Context: an optimization exercise on an open-source flow, tuned for small area, a short achievable clock period and few clock cycles. The choices shown serve that exercise and are no tape-out recipe. At most, simulation tests tie the RTL to the original design; equivalence was not proved. The RTL of run 1 was laid out without a check of its function. Power figures rest on the tool's default switching activity, not on a simulated workload.

==> flow/design.v <==
module ysyx_22050612_divider(
	input clk,
	input rst,
	input div_valid,
	input flush,
	input divw,
	input div_signed,
	input [63:0]dividend,
	input [63:0]divisor,
	output div_ready,
	output out_valid,
	output [63:0]quotient,
	output [63:0]remainder
);
reg        v1;
reg [63:0] xa1, xb1;    
reg        sa1, sb1;    
reg        w1, z1;      
reg [7:0]  la1, lb1;    
reg        busy;        
reg        done;        
reg        itr;         
reg        fxd;         
reg        fixr;        
reg        mayr;        
reg [63:0] rem;         
reg [63:0] dsr;         
reg [63:0] quo;         
reg [63:0] qal;         
reg [4:0]  cnt;         
reg        qneg, rneg;
wire need;              
wire go = v1 & ~busy & ~need;   
wire load1 = ~v1 | go;  
assign div_ready = load1;
assign out_valid = done & ~need;
wire sa = div_signed & (divw ? dividend[31] : dividend[63]);
wire sb = div_signed & (divw ? divisor[31]  : divisor[63]);
wire [63:0] xa = divw ? {32'b0, dividend[31:0] ^ {32{sa}}} : (dividend ^ {64{sa}});
wire [63:0] xb = divw ? {32'b0, divisor[31:0]  ^ {32{sb}}} : (divisor  ^ {64{sb}});
wire        bz = divw ? ~|divisor[31:0] : ~|divisor;
function [5:0] lead(input [31:0] x);
	reg [15:0] v1; reg [3:0] p1 [0:15];
	reg [7:0]  v2; reg [3:0] p2 [0:7];
	reg [3:0]  v3; reg [3:0] p3 [0:3];
	reg [1:0]  v4; reg [3:0] p4 [0:1];
	integer i;
	begin
		for (i = 0; i < 16; i = i + 1) begin
			v1[i] = x[2*i+1] | x[2*i];
			p1[i] = {3'b0, x[2*i+1]};
		end
		for (i = 0; i < 8; i = i + 1) begin
			v2[i] = v1[2*i+1] | v1[2*i];
			p2[i] = v1[2*i+1] ? {2'b0, 1'b1, p1[2*i+1][0]} : {2'b0, 1'b0, p1[2*i][0]};
		end
		for (i = 0; i < 4; i = i + 1) begin
			v3[i] = v2[2*i+1] | v2[2*i];
			p3[i] = v2[2*i+1] ? {1'b0, 1'b1, p2[2*i+1][1:0]} : {1'b0, 1'b0, p2[2*i][1:0]};
		end
		for (i = 0; i < 2; i = i + 1) begin
			v4[i] = v3[2*i+1] | v3[2*i];
			p4[i] = v3[2*i+1] ? {1'b1, p3[2*i+1][2:0]} : {1'b0, p3[2*i][2:0]};
		end
		lead = {v4[1] | v4[0], v4[1] ? {1'b1, p4[1]} : {1'b0, p4[0]}};
	end
endfunction
function [7:0] maglead(input [63:0] x, input s, input w);
	reg [5:0] ph, pl, nh, nl;
	reg [6:0] lp, ln;
	reg       m32, m64;
	begin
		ph = lead(x[63:32]);
		pl = lead(x[31:0]);
		nh = lead(~x[63:32]);
		nl = lead(~x[31:0]);
		lp = (!w && ph[5]) ? {1'b1, 1'b1, ph[4:0]} : {pl[5], 1'b0, pl[4:0]};
		ln = (!w && nh[5]) ? {1'b1, 1'b1, nh[4:0]} : {nl[5], 1'b0, nl[4:0]};
		m32 = &(x[31:1] | ~x[30:0]);
		m64 = m32 & (&(x[63:32] | ~x[62:31]));
		maglead = s ? {ln, w ? m32 : m64} : {lp, 1'b0};
	end
endfunction
wire [7:0] la = maglead(dividend, sa, divw);
wire [7:0] lb = maglead(divisor,  sb, divw);
always @(posedge clk) begin
	if (rst || flush) v1 <= 1'b0;
	else              v1 <= (div_valid & load1) | (v1 & ~go);
end
always @(posedge clk) begin
	if (load1) begin
		xa1 <= xa;
		xb1 <= xb;
		sa1 <= sa;
		sb1 <= sb;
		w1  <= divw;
		z1  <= bz;
		la1 <= la;
		lb1 <= lb;
	end
end
wire [7:0]  sh = {2'b0, la1[6:1]} - {2'b0, lb1[6:1]}
               + {7'b0, la1[0] & la1[7]} - {7'b0, lb1[0] & lb1[7]};
wire        qzero = ~(la1[7] | sa1) | sh[7];
wire [63:0] bb = xb1 + {63'b0, sb1};
wire [63:0] qz = w1 ? 64'h00000000FFFFFFFF : 64'hFFFFFFFFFFFFFFFF;
wire [66:0] ta = {3'b0, rem};
wire [66:0] t1 = ~{3'b0, dsr};
wire [66:0] t2 = ~{2'b0, dsr, 1'b0};
function [66:0] add1(input [66:0] a, input [66:0] b);
	reg [66:0] g, p, gg, pp;
	integer i, k, j;
	begin
		g = a & b;
		p = a ^ b;
		gg = {g[66:1], g[0] | p[0]};
		pp = p;
		for (k = 1; k < 67; k = k * 2)
			for (i = 66; i >= 0; i = i - 1)
				if (i & k) begin
					j = (i & ~(k - 1)) - 1;
					gg[i] = gg[i] | (pp[i] & gg[j]);
					pp[i] = pp[i] & pp[j];
				end
		add1 = p ^ {gg[65:0], 1'b1};
	end
endfunction
wire [66:0] s1 = add1(ta, t1);
wire [66:0] s2 = add1(ta, t2);
wire [66:0] cs = ta ^ t1 ^ t2;
wire [66:0] cc = {(ta[65:0] & t1[65:0]) | (ta[65:0] & t2[65:0]) | (t1[65:0] & t2[65:0]), 1'b1};
wire [66:0] s3 = add1(cs, cc);
wire ge1 = ~s1[66];
wire ge2 = ~s2[66];
wire ge3 = ~s3[66];
wire [1:0] qd  = {ge2, ge3 | (ge1 & ~ge2)};
wire [1:0] qdm = {ge3, ge2 & ~ge3};           
wire [1:0] qdp = {ge1, ~ge1 | (ge2 & ~ge3)};  
wire [63:0] rnext = ge3 ? s3[63:0] : ge2 ? s2[63:0] : ge1 ? s1[63:0] : rem;
wire last = (cnt == 5'd0);
function low_m1(input [7:0] x, input [7:0] d);
	reg [7:0] p, g;
	begin
		p = x ^ ~d;
		g = x & ~d;
		low_m1 = ~p[0] & (&(p[7:1] ^ g[6:0]));
	end
endfunction
wire m0 = low_m1(rem[7:0], dsr[7:0]);
wire m1 = low_m1(s1[7:0], dsr[7:0]);
wire m2 = low_m1(s2[7:0], dsr[7:0]);
wire m3 = low_m1(s3[7:0], dsr[7:0]);
wire mnext = ge3 ? m3 : ge2 ? m2 : ge1 ? m1 : m0;
always @(posedge clk) begin
	if (rst || flush) begin
		busy <= 1'b0;
		done <= 1'b0;
		fxd  <= 1'b0;
	end else if (go) begin
		busy <= ~(z1 | qzero);
		done <= z1 | qzero;
		fxd  <= 1'b0;
	end else if (need) begin
		done <= 1'b1;
		fxd  <= 1'b1;
	end else begin
		busy <= busy & ~last;
		done <= busy & last;
		fxd  <= 1'b0;
	end
end
always @(posedge clk) begin
	if (go) begin
		rem  <= xa1;
		dsr  <= bb << {sh[5:1], 1'b0};
		quo  <= z1 ? qz : 64'b0;
		qal  <= (sa1 ^ sb1) ? (z1 ? {qz[63:1], 1'b0} : 64'hFFFFFFFFFFFFFFFF) : 64'd1;
		cnt  <= sh[5:1];
		qneg <= sa1 ^ sb1;
		rneg <= sa1;
		itr  <= ~(z1 | qzero);
		fixr <= 1'b0;
	end else if (need) begin
		fixr <= exact;
	end else if (busy) begin
		rem  <= rnext;
		if (!last) dsr <= dsr >> 2;
		quo  <= {quo[61:0], qd};
		if (qneg) qal <= ge1 ? {quo[61:0], qdm} : {qal[61:0], 2'b11};
		else      qal <= ge3 ? {qal[61:0], 2'b00} : {quo[61:0], qdp};
		cnt  <= cnt - 5'd1;
		mayr <= mnext;
	end
end
wire [63:0] ep = rem ^ ~dsr;
wire [63:0] eg = rem & ~dsr;
wire exact = ~ep[0] & (&(ep[63:1] ^ eg[62:0]));
assign need = done & ~fxd & rneg & itr & mayr;
wire fix = fixr;
assign quotient  = qneg ? ~(fix ? quo : qal) : (fix ? qal : quo);
assign remainder = rneg ? (fix ? 64'b0 : ~rem) : rem;
endmodule
==> flow/run.sh <==
#!/bin/bash
# synth_recipe.tcl (not shown) runs the flow's synth.tcl, then flattens the netlist and writes it again
# the make line also repeats each setting of config.mk as NAME=value (left out here)
make -C /OpenROAD-flow-scripts/flow DESIGN_CONFIG=/design/flow/config.mk WORK_HOME=/design/flow/orfs CLKGATE_MAP_FILE= SYNTH_SCRIPT=/design/flow/synth_recipe.tcl finish
==> flow/config.mk <==
export PLATFORM = sky130hd
export DESIGN_NAME = ysyx_22050612_divider
export DESIGN_NICKNAME = ysyx_22050612_divider
export VERILOG_FILES = /design/flow/design.v
export SDC_FILE = /design/flow/constraint.sdc
export NUM_CORES = 4
export LEC_CHECK = 0
export CAP_MARGIN = 20
export CORE_MARGIN = 2
export CORE_UTILIZATION = 40
export SETUP_SLACK_MARGIN = 5
export SLEW_MARGIN = 20
==> flow/constraint.sdc <==
create_clock -name core_clock -period 10.0 [get_ports {clk}]
set_input_delay 2.0000 -clock core_clock [delete_from_list [all_inputs] [get_ports {clk}]]
set_output_delay 2.0000 -clock core_clock [all_outputs]
set_load 0.01 [all_outputs]
==> metrics.csv, run 1 <==
stage;metric;value;unit
run_status;status;finished clean;
grt;grt_max_degree;175;
yosys;syn-cell-area;41000;um^2
place;port_buffers;263;
clock_tree;hold_buffers;0;
yosys;ys_seq_area_frac;0.3049;
clock_tree;clkSinkCount;418;
yosys;synth_top_family_by_area;compound AO/OA/AOI/OAI gates;
grt;grt_pass1_wl;218600;um
yosys;synth_nets;5264;
timing;worst_pin_slew;1.215;ns
power;peakVddDrop;0.3623;mV
cells_and_area;fillers;9797;
floorplan;dieArea;105100;um^2
floorplan;die_w;324.2;um
power;swShare;0.4574;
floorplan;die_h;324.2;um
yosys;synth_mux_area_frac;0.05887;
place;dp_cells;6169;
timing;finalSetupViolCount;0;
floorplan;start_util;0.4030;
clock_tree;htreeDepth;2;
setup_path;cp.required;8.00;ns
drt;viasPerCell;5.888;
setup_path;cp_slowest_cell;clkdlybuf4s50_1;
clock_tree;cts_buffers;52;
grt;grt_pass1_vias;34490;
setup_path;cpMostUsedCell;o21ai_0;
grt;track_usage;0.2731;
setup_path;reg2regPathDepth;14;
power;p_clk_frac;0.207;
yosys;ys.flop_type;edfxtp_1;
floorplan;fp-row-count;117;
timing;fmax;203.6;MHz
yosys;synth_fa_ha_area_frac;0.1237;
timing;rsz0062_at_grt;yes;
timing;period_share;0.4911;
yosys;ys.warnings.count;33;
drt;drc_errors;0;
clock_tree;clkLatencyLatePin;0.65;ns
power;power_frac_comb;0.556;
yosys;synth_edf_count;413;
power;netSwitchingPower;4631;uW
yosys;synth-compound-area-share;0.1881;
clock_tree;cts_tree;yes;
timing;finalSetupTns;0;ns
timing;relSlewSlack;0.1836;
cells_and_area;fin_nets;5353;
clock_tree;cts.path.max_buffers;3;
yosys;synth-simple-area-share;0.1818;
timing;period_needed;4.911;ns
clock_tree;cts.clk_slew.worst_paths;0.06;ns
setup_path;max_stage_delay;0.62;ns
flow_run;drv_cap;0;
timing;hold_violations;0;
grt;antenna_found_initial;5;
power;p_per_area;215.7;nW/um^2
power;p_leak;0.01868;uW
power;intPower;5494;uW
setup_path;cp_num_cells;4;
cells_and_area;final_util;0.4615;
setup_path;endpoint_kind;output pin;
timing;slew_violations;0;
setup_path;crit_path_max_fanout;87;
setup_path;critPathArrivalTime;2.91;ns
cells_and_area;areaGrowthSynthToFinish;14.52;%
drt;via_count;37070;
yosys;yosysUniqueCellTypes;101;
floorplan;coreArea;101700;um^2
cells_and_area;layout.cells.non_filler;6295;
timing;skew;0.04397;ns
setup_path;crit_family;buffers and inverters;
drt;wl;148100;um
grt;grt.overflow.total;0;
cells_and_area;final_common_cell;nand2_1;
drt;drt_first_pass_iters;6;
yosys;synth-seq-cells;418;
cells_and_area;final_cell_mix;nand2_1 (704), edfxtp_1 (413), nor2_1 (367);
hold_path;worst_hold_path_type;reg -> reg;
cells_and_area;drive_above_1_share;0.06724;
timing;whs;0.5217;ns
yosys;async_reset_ff_frac;0;
power;p_seq_frac;0.238;
yosys;syn_inst;4792;
floorplan;pin_count;264;
drt;wl_per_cell;23.52;um
hold_path;whs_path_depth;2;
setup_path;path_class;reg -> out;
setup_path;crit_buf_inv;2;
yosys;synth-xor-area-share;0.08246;
place;hpwl;109700;um
drt;drtIter0Drc;4250;
setup_path;cp_cell_sequence;buf_6 -> o21ai_0 -> o21ai_0 -> clkdlybuf4s50_1;
clock_tree;root_buffer;clkbuf_16;
setup_path;critPathLaunchType;flip-flop;
place;gp_congestion;0.9956;
drt;ant_nets;0;
yosys;syn_area_per_cell;8.556;um^2
metal layers:
layer	vias up	GRT usage	share of wire	routed length, um
met3	254	0.04764	0.085	12560
li1	17390	-	-	-
met2	1569	0.4120	0.43	64160
met1	17860	0.3892	0.44	65260
met5	-	0	0.000088	13
met4	2	0.1019	0.041	6059
final cells by class:
type | instances | area, um^2 | area share
diodes | 4 | 10.01 | 0.0002132
clock buffers | 58 | 1324 | 0.02819
clock inverters | 38 | 539.3 | 0.01149
inverters | 328 | 1235 | 0.02630
multi-input cells | 3752 | 26340 | 0.5610
flip-flops and latches | 418 | 12510 | 0.2663
well taps | 1368 | 1712 | 0.03645
repair buffers | 329 | 3289 | 0.07006
synthesized netlist by cell type, types with 57 or more instances:
cell type	number	area, um^2
xor2_1	135	1182
edfxtp_1	413	12400
mux2i_1	198	1982
nand4_1	71	444.2
clkbuf_1	218	818.3
nand2_1	708	2658
fa_1	112	2242
xnor2_1	251	2198
nor3_1	71	355.3
inv_1	326	1224
o21ai_0	316	1582
a21o_1	66	495.5
ha_1	226	2828
nor2_1	369	1385
nand3_1	106	530.5
a31oi_1	87	544.3
a21oi_1	288	1441
nor4_1	57	356.6
worst min-delay path, delay by kind of cell (launching register included):
family             cells  cell delay (ns)
DFF                    1             0.31
AOI/OAI and AO/OA      1             0.05
and+or+nand+nor        1             0.04
final timing paths:
path,start,endpoint,slack [ns]
min reg2reg,xa1[39],rem[39],0.52
max reg2reg,la1[1],dsr[61],5.09
max,qneg,quotient[1],5.09
min,xa1[39],rem[39],0.52
per-stage QoR:
step | worst slack, ns | total power, uW | cell area [um^2]
after CTS | 4.830 | 9973 | 46790
after detailed placement | 3.974 | 7783 | 44630
after global placement | 4.170 | 7778 | 44610
final | 5.089 | 10130 | 46950
after global routing | 4.975 | 10610 | 46950
after floorplan | 5.143 | 6031 | 41020
cells by family after synthesis:
family,count (synthesis)
AND/OR/NAND/NOR,1611
adder cells (fa/ha/maj),338
buffers and inverters,627
flip-flops,418
multiplexers,230
AO/OA/AOI/OAI,1182
XOR/XNOR,386
state kept, by name, summed over array words and instances, names as in the netlist, 5 cells and up:
signal / cells
xa1: 64
rem: 64
quo: 64
cnt: 5
la1: 8
lb1: 8
dsr: 64
xb1: 64
qal: 64
power groups by stage:
stage	clock network (uW)	logic (uW)	registers, uW
2_1_floorplan	0	3680	2350
4_1_cts	2120	5450	2400
3_5_place_dp	0	5350	2440
6_report	2090	5630	2410
5_1_grt	2180	6000	2430
3_3_place_gp	0	5340	2430
timing repair:
action                     4_1_cts  5_1_grt
setup endpoints to repair      345      232
pin swaps                        2        3
buffers inserted                13        7
cloned                           4        2
gates resized for setup         31       19
==> run 2, diff against run 1 <==
--- a/flow/design.v
+++ b/flow/design.v
@@ -103,5 +103,19 @@
                + {7'b0, la1[0] & la1[7]} - {7'b0, lb1[0] & lb1[7]};
 wire        qzero = ~(la1[7] | sa1) | sh[7];
-wire [63:0] bb = xb1 + {63'b0, sb1};
+function [63:0] inc(input [63:0] x, input c);
+	reg [63:0] t;
+	integer i, k, j;
+	begin
+		t = x;
+		for (k = 1; k < 64; k = k * 2)
+			for (i = 63; i >= 0; i = i - 1)
+				if (i & k) begin
+					j = (i & ~(k - 1)) - 1;
+					t[i] = t[i] & t[j];
+				end
+		inc = x ^ ({t[62:0], 1'b1} & {64{c}});
+	end
+endfunction
+wire [63:0] bb = inc(xb1, sb1);
 wire [63:0] qz = w1 ? 64'h00000000FFFFFFFF : 64'hFFFFFFFFFFFFFFFF;
 wire [66:0] ta = {3'b0, rem};
--- a/flow/config.mk
+++ b/flow/config.mk
@@ -9,4 +9,5 @@
 export CORE_MARGIN = 2
 export CORE_UTILIZATION = 40
+export PLACE_DENSITY = 0.8
 export SETUP_SLACK_MARGIN = 5
 export SLEW_MARGIN = 20
==> run 2 against run 1 <==
  * Utilization fell by 0.10 points
  * Combinational power rose by 9.1%
  * Die area fell by 1.3%
  * Area after synthesis fell by 1.3%
  * Sequential share of layout area rose by 0.48 points
  * First-iteration DRC count rose by 12%
  * Largest cell class unchanged
==> metrics.csv, run 2 <==
stage;metric;value;unit
run_status;status;finished clean;
timing;period_needed;5.072;ns
place;port_buffers;263;
yosys;synth-seq-cells;418;
grt;antenna_found_initial;11;
setup_path;path_class;reg -> reg;
grt;grt_max_degree;128;
cells_and_area;areaGrowthSynthToFinish;13.94;%
setup_path;cp.required;10.23;ns
timing;fmax;197.1;MHz
timing;hold_violations;0;
yosys;syn_inst;4701;
cells_and_area;drive_above_1_share;0.05399;
timing;finalSetupViolCount;0;
flow_run;drv_cap;0;
yosys;ys.flop_type;edfxtp_1;
clock_tree;clkSinkCount;418;
timing;period_share;0.5072;
clock_tree;cts.path.max_buffers;3;
yosys;ys.warnings.count;33;
clock_tree;hold_buffers;0;
timing;worst_slack;4.928;ns
floorplan;pin_count;264;
yosys;yosysUniqueCellTypes;101;
timing;skew;0.01981;ns
cells_and_area;final_common_cell;nand2_1;
yosys;synth_nets;5173;
yosys;syn-cell-area;40480;um^2
clock_tree;htreeDepth;2;
drt;drt_first_pass_iters;8;
timing;relSlewSlack;0.2288;
place;pre_cts_ws;3.879;ns
place;hpwl;105800;um
timing;whs;0.5504;ns
hold_path;worst_hold_path_type;reg -> reg;
floorplan;die_h;322.1;um
timing;slew_violations;0;
clock_tree;root_buffer;clkbuf_16;
cells_and_area;fillers;9516;
grt;grt_pass1_wl;213000;um
power;p_leak;0.01832;uW
cells_and_area;fin_nets;5231;
floorplan;coreArea;100100;um^2
setup_path;crit_path_max_fanout;46;
timing;finalSetupTns;0;ns
setup_path;critPathLaunchType;flip-flop;
yosys;synth_edf_count;413;
yosys;synth_top_area_cell;edfxtp_1;
drt;wl_per_cell;23.33;um
drt;via_count;37060;
cells_and_area;seq_area;12510;um^2
clock_tree;cts_buffers;48;
timing;rsz0062_at_grt;yes;
yosys;synthTopCellsByArea;edfxtp_1 (31%), ha_1 (7.0%), mux2i_1 (5.8%);
drt;wl;142400;um
place;gp_congestion;1.028;
yosys;synth.most_common_cell;nand2_1;
grt;grt_pass1_vias;34650;
floorplan;fp-row-count;116;
clock_tree;cts.clk_slew.worst_paths;0.07;ns
power;peakVddDrop;0.3995;mV
cells_and_area;final_util;0.4605;
yosys;synth.top_cell.area_share;0.3064;
yosys;syn_area_per_cell;8.610;um^2
yosys;async_reset_ff_frac;0;
power;p_per_area;229.2;nW/um^2
cells_and_area;final_cell_mix;nand2_1 (534), edfxtp_1 (413), nor2_1 (388);
drt;drtIter0Drc;4762;
grt;grt.overflow.total;0;
setup_path;critPathArrivalTime;5.30;ns
yosys;synth.cells.most_frequent;nand2_1 (538), edfxtp_1 (413), nor2_1 (395), o21ai_0 (378), a21oi_1 (317);
timing;worst_pin_slew;1.145;ns
clock_tree;clkLatencyLatePin;0.62;ns
setup_path;endpoint_kind;flip-flop;
drt;viasPerCell;6.072;
drt;ant_nets;0;
floorplan;dieArea;103800;um^2
grt;track_usage;0.2649;
drt;drc_errors;0;
floorplan;start_util;0.4042;
cells_and_area;multi_input_area;25940;um^2
floorplan;die_w;322.1;um
yosys;ys_seq_area_frac;0.3089;
clock_tree;cts_tree;yes;
[run 2: cell count changes after synthesis, moves of 29 or more]
| cell | previous run | this run |
|---|---|---|
| nand2_1 | 708 | 538 |
| mux2i_1 | 198 | 233 |
| o21ai_0 | 316 | 378 |
| a21o_1 | 66 | 101 |
| clkbuf_1 | 218 | 247 |
| inv_1 | 326 | 286 |
| a21oi_1 | 288 | 317 |
| o211ai_2 | 33 | 0 |
[run 2: area by class of cell]
cell class | instances | area share
Tap cell | 1298 | 0.03522
Antenna cell | 8 | 0.0004341
Multi-Input combinational cell | 3680 | 0.5624
Sequential cell | 418 | 0.2712
Timing Repair Buffer | 323 | 0.06992
Clock inverter | 33 | 0.01009
Inverter | 288 | 0.02368
Clock buffer | 55 | 0.02708
[run 2: timing repair]
action,in CTS,in global routing
cloned,2,2
buffers inserted,6,10
endpoints found under the hold margin,0,0
setup endpoints to repair,314,178
resized for setup,37,28
pin swaps,4,1
[run 2: worst max-delay path: stages, from the launching register on]
cell and delay (ns):
edfxtp_1 0.36, and2_1 0.17, ha_1 0.30, or2_2 0.30, fa_4 1.00, clkinvlp_4 0.21, clkbuf_8 0.29, mux2_2 0.32
o221ai_1 0.44, nand2_1 0.09, o21ai_0 0.24, mux2_2 0.30, mux2i_1 0.12, nand2_1 0.17, o21ai_0 0.34
[run 2: per-stage QoR]
| step | total power (uW) | cells | cell area (um^2) |
|---|---|---|---|
| after global placement | 8187 | 5987 | 43920 |
| after CTS | 10290 | 6083 | 45870 |
| after floorplan | 6340 | 4701 | 40500 |
| after global routing | 11020 | 6101 | 46110 |
| final | 10570 | 6103 | 46120 |
| after detailed placement | 8216 | 5987 | 43930 |
[run 2: worst paths after layout]
path,startpoint,end,slack [ns],cells after the start
max,lb1[0],dsr[28],4.93,14
min,fixr,fixr,0.55,2
max reg2reg,lb1[0],dsr[28],4.93,14
min reg2reg,fixr,fixr,0.55,2
[run 2: cells by family (layout without fill, tap and decap cells)]
logic type	Yosys count	after routing	synth area share
and+or+nand+nor	1393	1395	0.1567
DFF	418	418	0.3089
adders and majority gates	338	338	0.1253
other	0	8	0
xor gates and xnor gates	376	376	0.08155
muxes	262	262	0.06624
buffers and inverters	605	699	0.05870
AOI/OAI and AO/OA	1309	1309	0.2027
[run 2: power breakdown]
group	internal, uW	switching [uW]
Combinational	2200	3940
Clock	1160	806
Sequential	2230	234
Total	5590	4980
[run 2: metal layers]
metal	up-vias	track usage	wire length [um]
li1	17110	-	-
met1	17610	0.3565	57590
met2	1952	0.4091	63010
met3	382	0.04810	14040
met4	4	0.1312	7741
met5	-	0	25
Testbench counts of run 2, summed over its fixed seeds: cycles 3,812.
==> run 3, diff against run 2 <==
--- a/flow/config.mk
+++ b/flow/config.mk
@@ -9,5 +9,4 @@
 export CORE_MARGIN = 2
 export CORE_UTILIZATION = 40
-export PLACE_DENSITY = 0.8
 export SETUP_SLACK_MARGIN = 5
 export SLEW_MARGIN = 20
==> run 3 against run 2 <==
  * Area after synthesis is the same
  * Count of clock-buffer cells in the layout increased by 2
  * Global-route usage shrank 0.19 points
  * Clock power down 5%
  * Highest routed layer unchanged
  * Worst setup slack better by 0.13 ns
  * Flip-flop and latch count unchanged
  * Non-clock buffer count down 7
  * Worst hold slack got worse by 0.0097 ns
  * Sequential power barely moved
  * Critical path depth down 9
  * First-iteration DRC count shrank 16%
==> metrics.csv, run 3 <==
stage;metric;value;unit
cells_and_area;final_util;0.4589;
yosys;syn_area_per_cell;8.610;um^2
floorplan;pin_count;264;
grt;track_usage;0.2630;
yosys;ys.warnings.count;33;
timing;slew_violations;0;
drt;wl_per_cell;23.26;um
setup_path;cp.required;8.00;ns
setup_path;cp_slowest_cell;clkdlybuf4s50_1;
timing;period_needed;4.938;ns
cells_and_area;n_antenna_cell;0;
timing;relSlewSlack;0.2731;
yosys;ys_seq_area_frac;0.3089;
floorplan;die_w;322.1;um
power;p_leak;0.01823;uW
clock_tree;clkSinkCount;418;
power;p_per_area;225.6;nW/um^2
drt;viasPerCell;5.993;
drt;drt_first_pass_iters;6;
timing;skew;0.04144;ns
timing;finalSetupTns;0;ns
yosys;synth_top_area_cell;edfxtp_1;
yosys;syn_inst;4701;
setup_path;max_stage_delay;0.65;ns
yosys;synth.top_cell.area_share;0.3064;
cells_and_area;seq_area;12510;um^2
yosys;yosysUniqueCellTypes;101;
setup_path;critPathLaunchType;flip-flop;
grt;antenna_found_initial;6;
timing;rsz0062_at_grt;yes;
power;peakVddDrop;0.1970;mV
cells_and_area;final_cell_mix;nand2_1 (534), edfxtp_1 (413), nor2_1 (390);
setup_path;cp_cell_sequence;buf_12 -> nand2b_2 -> buf_6 -> mux2i_1 -> clkdlybuf4s50_1;
timing;finalSetupViolCount;0;
grt;grt_pass1_wl;210900;um
clock_tree;clkLatencyLatePin;0.64;ns
place;port_buffers;263;
cells_and_area;fillers;9703;
clock_tree;cts.path.max_buffers;3;
yosys;synth_nets;5173;
cells_and_area;multi_input_area;25930;um^2
drt;wl;141700;um
cells_and_area;areaGrowthSynthToFinish;13.55;%
floorplan;coreArea;100100;um^2
yosys;synthTopCellsByArea;edfxtp_1 (31%), ha_1 (7.0%), mux2i_1 (5.8%);
cells_and_area;fin_nets;5225;
setup_path;crit_path_max_fanout;65;
yosys;synth_edf_count;413;
timing;hold_violations;0;
drt;ant_nets;0;
flow_run;drv_cap;0;
hold_path;worst_hold_path_type;reg -> reg;
yosys;synth-seq-cells;418;
setup_path;path_class;reg -> out;
run_status;status;finished clean;
yosys;async_reset_ff_frac;0;
floorplan;die_h;322.1;um
place;hpwl;106700;um
drt;drc_errors;0;
grt;grt_max_degree;197;
cells_and_area;drive_above_1_share;0.05113;
yosys;syn-cell-area;40480;um^2
timing;worst_pin_slew;1.079;ns
place;gp_congestion;0.9709;
clock_tree;root_buffer;clkbuf_16;
clock_tree;cts_buffers;50;
clock_tree;cts_tree;yes;
setup_path;endpoint_kind;output pin;
floorplan;dieArea;103800;um^2
drt;via_count;36500;
power;total_power;10370;uW
timing;fmax;202.5;MHz
timing;period_share;0.4938;
yosys;synth.most_common_cell;nand2_1;
clock_tree;htreeDepth;2;
drt;drtIter0Drc;3984;
grt;grt.overflow.total;0;
clock_tree;cts.clk_slew.worst_paths;0.06;ns
yosys;synth.cells.most_frequent;nand2_1 (538), edfxtp_1 (413), nor2_1 (395), o21ai_0 (378), a21oi_1 (317);
yosys;ys.flop_type;edfxtp_1;
setup_path;critPathArrivalTime;2.94;ns
cells_and_area;final_common_cell;nand2_1;
floorplan;fp-row-count;116;
grt;grt_pass1_vias;33920;
floorplan;start_util;0.4042;
clock_tree;hold_buffers;0;
==> run 3: metal layers <==
| layer | vias up | routed length (um) | track usage |
|---|---|---|---|
| met5 | - | 11 | 0.001389 |
| met4 | 2 | 5001 | 0.08692 |
| met3 | 247 | 11310 | 0.03622 |
| met2 | 1592 | 63460 | 0.4113 |
| met1 | 17540 | 61860 | 0.3736 |
| li1 | 17120 | - | - |
==> run 3: worst paths after layout <==
kind                            startpoint             to  slack [ns]  cells after the start
worst max-delay path                  rneg  remainder[38]        5.06                      5
worst min-delay path                  fixr           fixr        0.54                      2
worst max register to register      la1[1]         dsr[4]        5.09                     17
worst min register to register        fixr           fixr        0.54                      2
==> run 3: layout make-up <==
cell class / instances / share of cell area
multi-input combinational: 3679 / 0.5642
sequential: 418 / 0.2721
timing repair buffer: 316 / 0.06855
tap: 1298 / 0.03534
clock buffer: 57 / 0.02780
inverter: 288 / 0.02377
clock inverter: 34 / 0.008303
==> run 3: power breakdown <==
part | switching [uW] | internal [uW] | total [uW]
clock | 799 | 1080 | 1880
combinational | 3850 | 2170 | 6030
sequential | 238 | 2230 | 2470
==> run 3: worst max-delay path, delay by kind of cell (launching register included) <==
| family | cells | cell delay (ns) |
|---|---|---|
| buffers and inverters | 3 | 1.20 |
| muxes | 1 | 0.46 |
| and+or+nand+nor | 1 | 0.10 |
| DFF | 1 | 0.41 |
==> run 3: through the flow <==
step | hold WS [ns] | cells | instance area (um^2) | setup slack [ns]
after floorplan | 0.4719 | 4701 | 40500 | 5.043
after global placement | 0.5252 | 5988 | 43950 | 4.116
after detailed placement | 0.5227 | 5988 | 43950 | 4.068
after CTS | 0.5364 | 6083 | 45800 | 4.983
after global routing | 0.5928 | 6090 | 45960 | 4.906
final | 0.5407 | 6090 | 45960 | 5.062
==> run 3: cells by family after synthesis <==
logic type	Yosys count	share of synthesized area
AO/OA/AOI/OAI	1309	0.2027
XOR/XNOR	376	0.08155
adder cells (fa/ha/maj)	338	0.1253
buffers and inverters	605	0.05870
flip-flops	418	0.3089
multiplexers	262	0.06624
AND/OR/NAND/NOR	1393	0.1567
==> run 3: timing repair <==
item                                    4_1_cts  5_1_grt
pin swaps                                     3        3
setup buffers                                 2        6
cloned                                        2        1
resized for setup                            35       23
endpoints found under the setup margin      292      184
==> run 4, diff against run 3 <==
==> flow/flow/run.sh (new file) <==
#!/bin/bash
set -euo pipefail
export SETUP_SLACK_MARGIN=6.2
bash standard.sh > standard.log 2>&1
==> flow/standard.sh (new file) <==
#!/bin/bash
# synth_recipe.tcl (not shown) runs the flow's synth.tcl, then flattens the netlist and writes it again
# the make line also repeats each setting of config.mk as NAME=value (left out here)
make -C /OpenROAD-flow-scripts/flow DESIGN_CONFIG=/design/flow/config.mk WORK_HOME=/design/flow/orfs CLKGATE_MAP_FILE= SYNTH_SCRIPT=/design/flow/synth_recipe.tcl "${@:-finish}"
--- a/flow/config.mk
+++ b/flow/config.mk
@@ -9,4 +9,3 @@
 export CORE_MARGIN = 2
 export CORE_UTILIZATION = 40
-export SETUP_SLACK_MARGIN = 5
 export SLEW_MARGIN = 20
removed: flow/run.sh
==> run 4 against run 3 <==
  * Sequential share of layout area is 4.9 points lower
  * Worst hold slack improved by 0.034 ns
  * Critical path depth up 11
  * Count of clock-buffer cells in the layout is 3 lower
  * Cell count rose by 8.4%
  * Global-route usage grew 4.8 points
  * Largest power group unchanged
  * Register-to-register slack gained 0.57 ns
  * Power grew 38%
  * First-iteration DRC count increased by 20%
  * Clock skew rose by 0.020 ns
==> metrics.csv, run 4 <==
stage;metric;value;unit
run_status;status;finished clean;
setup_path;rrSetupSlack;5.66;ns
floorplan;dieArea;103800;um^2
cells_and_area;final_common_cell;nand2_1;
grt;grt_max_degree;130;
yosys;ys.flop_type;edfxtp_1;
hold_path;worst_hold_path_type;reg -> reg;
floorplan;die_h;322.1;um
timing;finalSetupTns;0;ns
grt;grt_pass1_vias;37540;
timing;relSlewSlack;0.3325;
hold_path;whs_path_depth;2;
power;peakVddDrop;0.3786;mV
flow_run;drv_cap;0;
drt;wl;174000;um
setup_path;cp.required;10.35;ns
cells_and_area;final_cell_mix;nand2_1 (476), edfxtp_1 (413), nor2_1 (352);
yosys;synth_top_family_by_area;compound AO/OA/AOI/OAI gates;
yosys;yosysUniqueCellTypes;101;
timing;skew;0.06162;ns
power;p_seq_frac;0.173;
grt;grt.overflow.total;0;
floorplan;coreArea;100100;um^2
clock_tree;root_buffer;clkbuf_16;
setup_path;critPathArrivalTime;4.69;ns
floorplan;start_util;0.4042;
timing;slew_violations;0;
drt;via_count;40710;
drt;wl_per_cell;26.37;um
setup_path;max_stage_delay;0.48;ns
yosys;synth-compound-area-share;0.2027;
yosys;syn_area_per_cell;8.610;um^2
place;gp_congestion;0.9806;
clock_tree;cts_tree;yes;
yosys;synth_nets;5173;
cells_and_area;n_antenna_cell;0;
yosys;syn-cell-area;40480;um^2
clock_tree;cts_buffers;51;
floorplan;fp-row-count;116;
place;port_buffers;263;
timing;hold_violations;0;
drt;drt_first_pass_iters;8;
grt;antenna_found_initial;4;
setup_path;crit_family;compound AO/OA/AOI/OAI gates;
yosys;ys_seq_area_frac;0.3089;
yosys;async_reset_ff_frac;0;
yosys;synth-simple-area-share;0.1567;
setup_path;reg2regPathDepth;16;
cells_and_area;drive_above_1_share;0.2834;
yosys;synth.cells.most_frequent;nand2_1 (538), edfxtp_1 (413), nor2_1 (395), o21ai_0 (378), a21oi_1 (317);
clock_tree;cts.path.max_buffers;3;
floorplan;die_w;322.1;um
setup_path;cpMostUsedCell;o21ai_2;
clock_tree;htreeDepth;2;
drt;drtIter0Drc;4768;
yosys;synth.most_common_cell;nand2_1;
place;hpwl;107800;um
clock_tree;cts.clk_slew.worst_paths;0.06;ns
yosys;synth.top_cell.area_share;0.3064;
power;netSwitchingPower;6675;uW
cells_and_area;stdcell_area;56010;um^2
drt;viasPerCell;6.167;
floorplan;pin_count;264;
yosys;synth_edf_count;413;
timing;finalSetupViolCount;0;
power;intPower;7596;uW
timing;period_needed;4.341;ns
yosys;synth-xor-area-share;0.08155;
drt;ant_nets;0;
yosys;ys.warnings.count;33;
timing;rsz0062_at_grt;yes;
power;power_frac_comb;0.692;
timing;fmax;230.4;MHz
power;p_per_area;254.8;nW/um^2
setup_path;crit_path_max_fanout;9;
power;p_clk_frac;0.135;
yosys;synth_top_area_cell;edfxtp_1;
grt;track_usage;0.3114;
clock_tree;clkSinkCount;418;
timing;worst_pin_slew;0.9979;ns
setup_path;crit_buf_inv;4;
power;p_leak;0.02285;uW
setup_path;cp_slowest_cell;fa_1;
clock_tree;clkLatencyLatePin;0.67;ns
setup_path;critPathLaunchType;flip-flop;
cells_and_area;fin_nets;5732;
timing;period_share;0.4341;
yosys;synth_fa_ha_area_frac;0.1253;
yosys;synthTopCellsByArea;edfxtp_1 (31%), ha_1 (7.0%), mux2i_1 (5.8%);
setup_path;path_class;reg -> reg;
yosys;synth_mux_area_frac;0.06624;
place;place_area;44100;um^2
yosys;synth-seq-cells;418;
grt;grt_pass1_wl;243700;um
setup_path;cp_num_cells;16;
setup_path;cp_cell_sequence;inv_2 -> fa_1 -> ha_4 -> a21oi_2 -> o21ai_2 -> a221oi_2 -> o21ai_2 -> a221o_1 -> a21oi_4 -> o21a_2 -> buf_6 -> nor2_4 -> buf_4 -> buf_12 -> a222oi_1 -> a21oi_1;
drt;drc_errors;0;
cells_and_area;areaGrowthSynthToFinish;38.37;%
setup_path;endpoint_kind;flip-flop;
power;swShare;0.4677;
yosys;syn_inst;4701;
## run 4: cell types whose count changed in the layout (fill, tap and decap cells not counted), moves of 45 or more
cell and change:
a21oi_2 +49, o21ai_0 -193, buf_12 +64, buf_16 +65, inv_1 -45, o21ai_1 +106
buf_6 +113, nand2_1 -58, buf_2 +114, buf_4 +248, o21ai_2 +70, a21oi_1 -67
clkdlybuf4s50_1 -232, mux2i_1 -52
## run 4: power by group through the flow
stage	registers, uW	clock network [uW]	logic (uW)
floorplan	2380	0	4010
global placement	2490	0	5760
detailed placement	2490	0	5760
CTS	2450	1940	8200
global route	2490	2010	10200
finish	2470	1930	9870
## run 4: worst paths after layout
kind	endpoint	from
worst max-delay path	rem[25]	dsr[32]
worst min-delay path	rem[27]	xa1[27]
worst max register to register	rem[25]	dsr[32]
worst min register to register	rem[27]	xa1[27]
## run 4: worst reg2reg max path: stages (launching register included)
cell and delay, ns:
edfxtp_1 0.46, inv_2 0.15, fa_1 0.48, ha_4 0.29, a21oi_2 0.15, o21ai_2 0.09, a221oi_2 0.40, o21ai_2 0.14
a221o_1 0.37, a21oi_4 0.24, o21a_2 0.25, buf_6 0.12, nor2_4 0.08, buf_4 0.18, buf_12 0.16, a222oi_1 0.36
a21oi_1 0.13
## run 4: routing by layer
metal | GRT usage | up-vias | share of wire
met5 | 0 | - | 0
met4 | 0.1479 | 0 | 0.061
met3 | 0.06212 | 557 | 0.11
met2 | 0.4779 | 2327 | 0.44
met1 | 0.4205 | 19630 | 0.39
li1 | - | 18190 | -
## run 4: cell families (layout without fill, tap and decap cells)
logic type                 count (synthesis)  in the layout
and+or+nand+nor                         1393           1398
buffers and inverters                    605           1201
DFF                                      418            418
AOI/OAI and AO/OA                       1309           1310
muxes                                    262            262
xor gates and xnor gates                 376            376
adders and majority gates                338            338
## run 4: cell type report
type,instances,area (um^2)
clock buffers,54,1287
inverters,288,1175
well taps,1298,1624
multi-input cells,3684,29880
flip-flops and latches,418,12510
fillers,8703,44140
repair buffers,817,9124
clock inverters,42,411.6
## run 4: timing repair
item | CTS | global route
hold buffers | 0 | 0
setup buffers | 270 | 165
pin swaps | 217 | 200
cloned | 69 | 17
setup endpoints to repair | 521 | 433
gates resized for setup | 1398 | 582
## run 4: stage by stage
stage | cells | power [uW] | setup slack, ns | util | hold WS [ns]
5_1_grt | 6601 | 14680 | 5.637 | 0.5593 | 0.6052
4_1_cts | 6419 | 12600 | 5.766 | 0.5254 | 0.5799
3_5_place_dp | 5984 | 8253 | 4.391 | 0.4404 | 0.5722
6_report | 6601 | 14270 | 5.659 | 0.5593 | 0.5749
3_3_place_gp | 5983 | 8253 | 4.067 | 0.4403 | 0.5533
2_1_floorplan | 4701 | 6393 | 5.571 | - | 0.4719
==> run 5, diff against run 4 <==
==> flow/flow/run.sh (replaced) <==
#!/bin/bash
set -euo pipefail
export SETUP_SLACK_MARGIN=5.95
bash standard.sh > standard.log 2>&1
==> run 5 against run 4 <==
  * Still clean
  * Count of clock-buffer cells in the layout up 2
  * Synthesized cell count unchanged
  * Global-route usage down 0.80 points
  * Non-clock buffer count down 73
  * Die area unchanged
  * Maximum frequency down 0.68%
==> metrics.csv, run 5 <==
stage;metric;value;unit
run_status;status;finished clean;
setup_path;cp_slowest_cell;fa_1;
drt;drtIter0Drc;4804;
drt;ant_nets;0;
clock_tree;cts_tree;yes;
floorplan;coreArea;100100;um^2
cells_and_area;fin_nets;5656;
place;gp_congestion;0.9973;
clock_tree;cts.path.max_buffers;3;
setup_path;cp_cell_sequence;inv_2 -> fa_1 -> ha_4 -> a2111oi_4 -> o21ai_2 -> a31oi_4 -> o21ai_2 -> a221o_1 -> a21oi_4 -> o21ai_4 -> a21boi_4 -> a31oi_4 -> buf_12 -> buf_12 -> buf_16;
drt;wl_per_cell;25.90;um
yosys;synth.top_cell.area_share;0.3064;
setup_path;reg2regPathDepth;15;
timing;skew;0.03375;ns
grt;track_usage;0.3034;
place;port_buffers;263;
hold_path;whs_path_depth;2;
timing;slew_violations;0;
setup_path;endpoint_kind;flip-flop;
grt;grt.overflow.total;0;
drt;via_count;40300;
grt;grt_pass1_wl;238200;um
power;total_power;13820;uW
floorplan;die_w;322.1;um
yosys;synth_top_area_cell;edfxtp_1;
timing;period_share;0.4370;
power;p_seq_frac;0.178;
drt;drt_first_pass_iters;10;
place;hpwl;105200;um
yosys;syn_area_per_cell;8.610;um^2
yosys;synth_fa_ha_area_frac;0.1253;
clock_tree;cts.clk_slew.worst_paths;0.06;ns
setup_path;critPathLaunchType;flip-flop;
yosys;syn-cell-area;40480;um^2
grt;grt_pass1_vias;36820;
timing;finalSetupTns;0;ns
cells_and_area;areaGrowthSynthToFinish;34.96;%
setup_path;crit_path_max_fanout;8;
timing;hold_violations;0;
flow_run;drv_cap;0;
drt;wl;168800;um
floorplan;die_h;322.1;um
power;peakVddDrop;0.3071;mV
floorplan;dieArea;103800;um^2
yosys;synth-compound-area-share;0.2027;
setup_path;critPathArrivalTime;4.75;ns
timing;finalSetupViolCount;0;
timing;rsz0062_at_grt;yes;
power;swShare;0.4625;
yosys;synth_nets;5173;
setup_path;crit_family;compound AO/OA/AOI/OAI gates;
yosys;synth.cells.most_frequent;nand2_1 (538), edfxtp_1 (413), nor2_1 (395), o21ai_0 (378), a21oi_1 (317);
timing;relSlewSlack;0.2457;
power;p_clk_frac;0.134;
cells_and_area;stdcell_area;54630;um^2
clock_tree;clkLatencyLatePin;0.64;ns
clock_tree;cts_buffers;49;
yosys;ys.warnings.count;33;
yosys;synthTopCellsByArea;edfxtp_1 (31%), ha_1 (7.0%), mux2i_1 (5.8%);
setup_path;cp.required;10.38;ns
timing;period_needed;4.370;ns
yosys;synth.most_common_cell;nand2_1;
yosys;synth_top_family_by_area;compound AO/OA/AOI/OAI gates;
yosys;yosysUniqueCellTypes;101;
yosys;synth-seq-cells;418;
clock_tree;root_buffer;clkbuf_16;
grt;grt_max_degree;144;
cells_and_area;fillers;8774;
power;p_leak;0.02233;uW
setup_path;path_class;reg -> reg;
cells_and_area;final_common_cell;nand2_1;
yosys;ys.flop_type;edfxtp_1;
timing;worst_pin_slew;1.129;ns
power;power_frac_comb;0.687;
yosys;synth_mux_area_frac;0.06624;
setup_path;max_stage_delay;0.54;ns
yosys;synth-xor-area-share;0.08155;
power;netSwitchingPower;6392;uW
drt;drc_errors;0;
place;place_area;44000;um^2
power;intPower;7429;uW
cells_and_area;drive_above_1_share;0.2473;
timing;fmax;228.8;MHz
hold_path;worst_hold_path_type;reg -> reg;
grt;antenna_found_initial;6;
yosys;ys_seq_area_frac;0.3089;
cells_and_area;final_util;0.5455;
floorplan;start_util;0.4042;
yosys;synth_edf_count;413;
floorplan;pin_count;264;
clock_tree;htreeDepth;2;
yosys;async_reset_ff_frac;0;
drt;viasPerCell;6.182;
setup_path;cp_num_cells;15;
yosys;synth-simple-area-share;0.1567;
setup_path;crit_buf_inv;4;
power;p_per_area;253.0;nW/um^2
clock_tree;clkSinkCount;418;
cells_and_area;final_cell_mix;nand2_1 (493), edfxtp_1 (413), nor2_1 (367);
yosys;syn_inst;4701;
floorplan;fp-row-count;116;
run 5: cell counts after synthesis:
No cell type changed its count.
run 5: logic make-up after synthesis:
| family | count (synthesis) |
|---|---|
| buffers and inverters | 605 |
| DFF | 418 |
| AOI/OAI and AO/OA | 1309 |
| and+or+nand+nor | 1393 |
| muxes | 262 |
| xor gates and xnor gates | 376 |
| adders and majority gates | 338 |
run 5: tightest hold or removal path, stage by stage (launching register included):
cell and delay (ns):
edfxtp_1 0.32, nor2_1 0.05, a21oi_2 0.09
run 5: cell type report:
type | count | area, um^2 | share of cell area
antenna | 3 | 7.507 | 0.0001374
inverter | 288 | 1137 | 0.02082
clock buffer | 56 | 1274 | 0.02332
tap | 1298 | 1624 | 0.02973
multi-input combinational | 3683 | 29110 | 0.5330
clock inverter | 28 | 302.8 | 0.005543
sequential | 418 | 12510 | 0.2290
timing repair buffer | 744 | 8660 | 0.1585
run 5: power by group through the flow:
stage / registers, uW / clock network, uW / logic, uW
global route: 2480 / 1930 / 9860
CTS: 2450 / 1880 / 7810
detailed placement: 2490 / 0 / 5750
global placement: 2490 / 0 / 5750
floorplan: 2380 / 0 / 3980
finish: 2460 / 1860 / 9500
run 5: per-stage QoR:
step	std cells	hold WS [ns]	setup WS, ns
5_1_grt	6515	0.5949	5.628
6_report	6518	0.5718	5.630
2_1_floorplan	4701	0.4719	5.571
4_1_cts	6347	0.5848	5.739
3_5_place_dp	5984	0.5721	4.252
3_3_place_gp	5984	0.5523	4.383
run 5: worst paths after layout:
| kind | slack [ns] | to | startpoint |
|---|---|---|---|
| setup reg to reg | 5.63 | rem[40] | dsr[28] |
| hold / removal | 0.57 | rem[29] | xa1[29] |
| setup / recovery | 5.63 | rem[40] | dsr[28] |
| hold reg to reg | 0.57 | rem[29] | xa1[29] |
run 5: timing repair:
item                                    in CTS  in global routing
gates resized for setup                   1126                566
hold buffers                                 0                  0
cloned                                      73                 20
buffers inserted                           206                148
endpoints found under the setup margin     438                452
pin swaps                                  151                222
run 5: routing by layer:
layer	wire [um]	share of wire	up-vias	global-route usage
met5	11	0.000065	-	0
met4	10090	0.060	2	0.1460
met3	18120	0.11	530	0.06439
met2	74570	0.44	2221	0.4667
met1	66040	0.39	19510	0.4057
li1	-	-	18030	-
==> run 6, diff against run 5 <==
==> flow/flow/run.sh (replaced) <==
#!/bin/bash
set -euo pipefail
export SETUP_SLACK_MARGIN=5.7
bash standard.sh > standard.log 2>&1
==> run 6 against run 5 <==
  * Count of clock-buffer cells in the layout is 7 higher
  * Critical path depth up 3
  * First-iteration DRC count shrank 13%
  * Sequential power hardly changed
  * Worst setup slack got worse by 0.061 ns
==> metrics.csv, run 6 <==
stage;metric;value;unit
timing;whs;0.5606;ns
yosys;synthTopCellsByArea;edfxtp_1 (31%), ha_1 (7.0%), mux2i_1 (5.8%);
yosys;synth_nets;5173;
setup_path;endpoint_kind;flip-flop;
yosys;synth_fa_ha_area_frac;0.1253;
clock_tree;root_buffer;clkbuf_16;
grt;track_usage;0.2864;
yosys;synth_top_area_cell;edfxtp_1;
yosys;synth.cells.most_frequent;nand2_1 (538), edfxtp_1 (413), nor2_1 (395), o21ai_0 (378), a21oi_1 (317);
place;port_buffers;263;
yosys;syn-cell-area;40480;um^2
setup_path;cp_cell_sequence;fa_1 -> ha_4 -> o211ai_1 -> a21oi_4 -> o41ai_4 -> o211a_1 -> buf_12 -> o41ai_4 -> buf_6 -> a21oi_4 -> buf_6 -> o21a_4 -> nor3_4 -> a21oi_4 -> buf_12 -> clkbuf_16 -> mux2i_1 -> o21ai_0;
cells_and_area;fin_nets;5460;
timing;worst_pin_slew;1.125;ns
setup_path;max_stage_delay;0.61;ns
clock_tree;cts.path.max_buffers;3;
setup_path;critPathLaunchType;flip-flop;
power;p_per_area;236.8;nW/um^2
floorplan;die_w;322.1;um
drt;top_layer;met5;
power;p_leak;0.02027;uW
timing;relSlewSlack;0.2483;
cells_and_area;areaGrowthSynthToFinish;23.69;%
cells_and_area;final_cell_mix;nand2_1 (528), edfxtp_1 (413), nor2_1 (382);
grt;grt_pass1_wl;226500;um
yosys;syn_inst;4701;
setup_path;path_class;reg -> reg;
drt;wl_per_cell;24.82;um
flow_run;drv_cap;0;
setup_path;cp-startpoint;rem[3];
clock_tree;cts_tree;yes;
clock_tree;cts_buffers;51;
clock_tree;cts.clk_slew.worst_paths;0.06;ns
timing;finalSetupTns;0;ns
yosys;ys_seq_area_frac;0.3089;
grt;grt_pass1_vias;35350;
drt;met3_length;14410;um
floorplan;start_util;0.4042;
clock_tree;clkSinkCount;418;
setup_path;reg2regPathDepth;18;
drt;dr_wl_met2;69690;um
place;gp_congestion;1.008;
yosys;synth-compound-area-share;0.2027;
cells_and_area;layout.cells.non_filler;6328;
drt;ant_nets;0;
drt;met1_length;65860;um
place;hpwl;106200;um
drt;wl;157100;um
setup_path;rrSetupSlack;5.57;ns
setup_path;crit_buf_inv;5;
drt;viasPerCell;6.052;
hold_path;worst_hold_path_type;reg -> reg;
timing;period_needed;4.431;ns
floorplan;fp-row-count;116;
yosys;synth-seq-cells;418;
floorplan;pin_count;264;
floorplan;coreArea;100100;um^2
cells_and_area;drive_above_1_share;0.1418;
timing;period_share;0.4431;
yosys;syn_area_per_cell;8.610;um^2
timing;fmax;225.7;MHz
yosys;ys.warnings.count;33;
timing;hold_violations;0;
timing;slew_violations;0;
grt;antenna_found_initial;6;
grt;grt_max_degree;129;
setup_path;crit_path_max_fanout;6;
clock_tree;hold_buffers;0;
yosys;ys.flop_type;edfxtp_1;
clock_tree;htreeDepth;2;
setup_path;cp.required;10.35;ns
yosys;synth_top_family_by_area;compound AO/OA/AOI/OAI gates;
run_status;status;finished clean;
grt;grt.overflow.total;0;
yosys;async_reset_ff_frac;0;
yosys;yosysUniqueCellTypes;101;
yosys;synth-xor-area-share;0.08155;
floorplan;die_h;322.1;um
hold_path;whs_path_depth;2;
drt;drt_first_pass_iters;8;
timing;rsz0062_at_grt;yes;
setup_path;worstReg2RegStart;rem[3];
place;dp_cells;5988;
drt;drc_errors;0;
yosys;synth-simple-area-share;0.1567;
drt;drtIter0Drc;4169;
setup_path;critPathArrivalTime;4.78;ns
drt;via_count;38300;
hold_path;hold_start;fixr;
setup_path;cp_slowest_cell;fa_1;
yosys;synth_edf_count;413;
power;peakVddDrop;0.3794;mV
hold_path;holdPathEnd;fixr;
clock_tree;clkLatencyLatePin;0.64;ns
yosys;synth_mux_area_frac;0.06624;
setup_path;reg2reg_to;qal[49];
yosys;synth.most_common_cell;nand2_1;
setup_path;crit_family;compound AO/OA/AOI/OAI gates;
yosys;synth.top_cell.area_share;0.3064;
cells_and_area;final_common_cell;nand2_1;
setup_path;cpMostUsedCell;a21oi_4;
timing;finalSetupViolCount;0;
timing;skew;0.04344;ns
floorplan;dieArea;103800;um^2
run 6: through the flow:
stage	instance area [um^2]	utilization	setup slack, ns	total power, uW
4_1_cts	48060	0.4799	5.449	10880
6_report	50060	0.4999	5.569	11860
3_3_place_gp	44000	0.4394	4.266	8294
5_1_grt	50060	0.4999	5.497	12340
2_1_floorplan	40590	-	5.571	6357
3_5_place_dp	44000	0.4394	4.196	8284
run 6: logic make-up after synthesis:
family / count (synthesis)
and+or+nand+nor: 1393
AOI/OAI and AO/OA: 1309
buffers and inverters: 605
DFF: 418
xor gates and xnor gates: 376
adders and majority gates: 338
muxes: 262
run 6: worst max path at each step:
stage                              end  cells after the start
after detailed placement       rem[32]                     14
after global routing           rem[58]                     20
after global placement         rem[26]                     14
after floorplan                rem[10]                     13
final                          qal[49]                     18
after CTS                 quotient[29]                      7
run 6: repair_timing:
item                                    in CTS  in global routing
setup buffers                               85                112
pin swaps                                   29                 96
resized for setup                          446                266
endpoints found under the setup margin     429                367
gates cloned                                33                 15
run 6: power breakdown:
part	leakage [uW]	switching, uW	total, uW	internal, uW
sequential	0.00407	227	2460	2230
clock	0.000801	814	1910	1090
combinational	0.0154	4490	7490	3000
total	0.0203	5540	11900	6320
run 6: per-layer routing:
metal	track usage	up-vias
li1	-	17600
met1	0.3965	18450
met2	0.4449	1897
met3	0.05118	353
met4	0.1089	4
met5	0	-
run 6: final cells by class:
cell class / instances / area, um^2
Antenna cell: 2 / 5.005
Clock buffer: 63 / 1321
Clock inverter: 30 / 335.3
Fill cell: 9456 / 50080
Inverter: 288 / 1119
Multi-Input combinational cell: 3684 / 27140
Sequential cell: 418 / 12510
Tap cell: 1298 / 1624
Timing Repair Buffer: 545 / 6012
run 6: tightest hold or removal path, delay by kind of cell, from the launching register on:
family           cells  cell delay (ns)
flip-flops           1             0.38
AO/OA/AOI/OAI        1             0.07
AND/OR/NAND/NOR      1             0.07
==> run 7, diff against run 6 <==
==> flow/flow/run.sh (replaced) <==
#!/bin/bash
set -euo pipefail
export SETUP_SLACK_MARGIN=5.5
bash standard.sh > standard.log 2>&1
==> run 7 against run 6 <==
  * Combinational power decreased by 11%
  * Cell count decreased by 1.8%
  * Power decreased by 7.3%
  * Sequential share of layout area increased by 1.0 points
  * Largest cell class unchanged
  * Largest power group unchanged
==> metrics.csv, run 7 <==
stage;metric;value;unit
clock_tree;root_buffer;clkbuf_16;
cells_and_area;stdcell_area;48110;um^2
yosys;synth_top_area_cell;edfxtp_1;
timing;relSlewSlack;0.3203;
timing;whs;0.5754;ns
clock_tree;cts_buffers;50;
yosys;ys_seq_area_frac;0.3089;
grt;use_met1;0.3915;
setup_path;cp-startpoint;lb1[1];
yosys;synth.most_common_cell;nand2_1;
clock_tree;htreeDepth;2;
floorplan;dieArea;103800;um^2
timing;hold_violations;0;
grt;grt_pass1_wl;219800;um
clock_tree;cts.path.max_buffers;3;
place;place_area;44000;um^2
drt;wl_per_cell;24.39;um
clock_tree;clkSinkCount;418;
yosys;synthTopCellsByArea;edfxtp_1 (31%), ha_1 (7.0%), mux2i_1 (5.8%);
run_status;status;finished clean;
place;pre_cts_ws;4.433;ns
clock_tree;hold_buffers;0;
yosys;synth_nets;5173;
timing;period_needed;4.460;ns
yosys;ys.flop_type;edfxtp_1;
setup_path;endpoint;dsr[48];
grt;grt_max_degree;152;
setup_path;path_class;reg -> reg;
setup_path;cp.required;10.34;ns
power;peakVddDrop;0.3028;mV
floorplan;fp-row-count;116;
setup_path;reg2reg_to;dsr[48];
setup_path;endpoint_kind;flip-flop;
yosys;syn-cell-area;40480;um^2
drt;drtIter0Drc;4265;
yosys;syn_area_per_cell;8.610;um^2
drt;ant_nets;0;
floorplan;pin_count;264;
setup_path;max_stage_delay;0.92;ns
setup_path;rrSetupSlack;5.54;ns
hold_path;worst_hold_path_type;reg -> reg;
setup_path;cp_slowest_cell;fa_4;
power;p_leak;0.01955;uW
grt;grt-busiest-layer;met2;
drt;via_count;37270;
drt;drt_first_pass_iters;8;
grt;antenna_found_initial;6;
setup_path;reg2regPathDepth;13;
timing;rsz0062_at_grt;yes;
timing;finalSetupViolCount;0;
floorplan;die_h;322.1;um
cells_and_area;final_cell_mix;nand2_1 (531), edfxtp_1 (413), nor2_1 (385);
setup_path;critPathArrivalTime;4.80;ns
timing;worst_pin_slew;1.020;ns
cells_and_area;drive_above_1_share;0.09707;
power;p_per_area;228.4;nW/um^2
clock_tree;cts_tree;yes;
floorplan;die_w;322.1;um
timing;period_share;0.4460;
place;hpwl;107200;um
clock_tree;cts.clk_slew.worst_paths;0.07;ns
cells_and_area;areaGrowthSynthToFinish;18.86;%
yosys;synth-seq-cells;418;
timing;finalSetupTns;0;ns
yosys;yosysUniqueCellTypes;101;
grt;track_usage;0.2772;
cells_and_area;fin_nets;5344;
setup_path;crit_path_max_fanout;24;
yosys;synth.top_cell.area_share;0.3064;
timing;fmax;224.2;MHz
flow_run;drv_cap;0;
grt;grt.overflow.total;0;
place;port_buffers;263;
setup_path;critPathLaunchType;flip-flop;
floorplan;start_util;0.4042;
floorplan;coreArea;100100;um^2
timing;worst_slack;5.540;ns
drt;viasPerCell;5.997;
place;gp_congestion;0.9918;
cells_and_area;final_common_cell;nand2_1;
drt;wl;151600;um
timing;skew;0.04234;ns
yosys;ys.warnings.count;33;
yosys;synth.cells.most_frequent;nand2_1 (538), edfxtp_1 (413), nor2_1 (395), o21ai_0 (378), a21oi_1 (317);
yosys;synth_edf_count;413;
yosys;async_reset_ff_frac;0;
grt;grt_use_met3;0.03974;
grt;grt_pass1_vias;34570;
yosys;syn_inst;4701;
setup_path;cp_cell_sequence;ha_1 -> inv_1 -> fa_2 -> fa_4 -> buf_6 -> buf_16 -> mux2_2 -> o21ai_0 -> mux2i_1 -> nor2_1 -> a21oi_1 -> a22oi_1 -> o221ai_1;
drt;drc_errors;0;
timing;slew_violations;0;
clock_tree;clkLatencyLatePin;0.64;ns
grt;use_met2;0.4345;
setup_path;worstReg2RegStart;lb1[1];
run 7: cell counts after synthesis:
Identical to the previous run, type by type.
run 7: final cells by class:
type,instances,area [um^2]
multi-input cells,3683,26610
diodes,2,5.005
well taps,1298,1624
flip-flops and latches,418,12510
inverters,288,1119
repair buffers,431,4656
fillers,9637,52030
clock buffers,61,1314
clock inverters,33,275.3
run 7: kinds of logic (layout without fill, tap and decap cells):
family          after synthesis  count (layout)  share of synthesized area
compound gates             1309            1309                     0.2027
flops                       418             418                     0.3089
buf+inv                     605             813                    0.05870
mux                         262             262                    0.06624
fa+ha+maj                   338             338                     0.1253
xor+xnor                    376             376                    0.08155
other cells                   0               2                          0
simple gates               1393            1398                     0.1567
run 7: how the worst min path moves through the flow:
stage | start | to | slack, ns | cells after the start
6_report | dsr[38] | dsr[36] | 0.58 | 2
2_1_floorplan | sa1 | rneg | 0.47 | 0
4_1_cts | dsr[38] | dsr[36] | 0.58 | 2
3_3_place_gp | xa1[27] | rem[27] | 0.56 | 2
5_1_grt | xa1[36] | rem[36] | 0.60 | 2
3_5_place_dp | xa1[43] | rem[43] | 0.57 | 2
run 7: critical path: cells and delay by family, from the launching register on:
family	cells	cell delay (ns)
fa+ha+maj	3	1.61
compound gates	4	0.98
mux	2	0.53
flops	1	0.48
buf+inv	3	0.43
simple gates	1	0.13
run 7: through the flow:
| step | power [uW] | util | std cells |
|---|---|---|---|
| floorplan | 6352 | - | 4701 |
| global placement | 8303 | 0.4391 | 5988 |
| detailed placement | 8278 | 0.4394 | 5989 |
| CTS | 10450 | 0.4694 | 6154 |
| global route | 11510 | 0.4804 | 6213 |
| finish | 10990 | 0.4804 | 6214 |
run 7: metal layers:
metal / wire length, um / share of wire / vias up
met2: 67960 / 0.45 / 1618
met5: 27 / 0.00018 / -
met1: 66050 / 0.44 / 18030
li1: - / - / 17360
met4: 5581 / 0.037 / 4
met3: 11960 / 0.079 / 259
run 7: where the power goes:
part | switching [uW] | internal [uW]
registers | 236 | 2230
clock network | 823 | 998
logic | 4160 | 2540
run 7: timing repair:
action | in CTS | in global routing
gates resized for setup | 245 | 151
cloned | 15 | 12
endpoints found under the setup margin | 391 | 319
pin swaps | 16 | 24
buffers inserted | 56 | 46

afterwards: timing with drivers on the ports:
The results above use ideal ports. As a check the final layouts listed here were re-extracted and re-timed, cells and wires unchanged.
Step 1 (the two cells are an assumption about what drives the block):
set clk [get_ports {clk}]
set_driving_cell -lib_cell sky130_fd_sc_hd__clkbuf_16 $clk
set_driving_cell -lib_cell sky130_fd_sc_hd__buf_2 [delete_from_list [all_inputs] $clk]
Step 2 moves the port delays by t, midway between the first and last clock arrival at a register: inputs arrive t later, outputs are due t later. That takes back most of the time a late clock gives input paths.
a / b / c = ideal ports / drivers / drivers and shift; a / b = the first two.
run	shift t [ns]	setup WS [ns]	worst slew at a driven data input, ns
run 1	0.700	5.089 / 5.018 / 4.775	0.10
run 2	0.680	4.928 / 4.928 / 4.605	0.12
run 3	0.695	5.062 / 4.988 / 4.683	0.08
run 4	0.709	5.659 / 5.659 / 5.584	0.10
run 5	0.691	5.630 / 5.630 / 5.388	0.09
run 6	0.699	5.569 / 5.569 / 5.162	0.07
run 7	0.694	5.540 / 5.490 / 4.917	0.10
After both steps setup and hold are still met in every run listed. For run 7, which loses most, drivers alone change the setup slack by -0.050 ns; drivers and shift together by -0.623 ns.
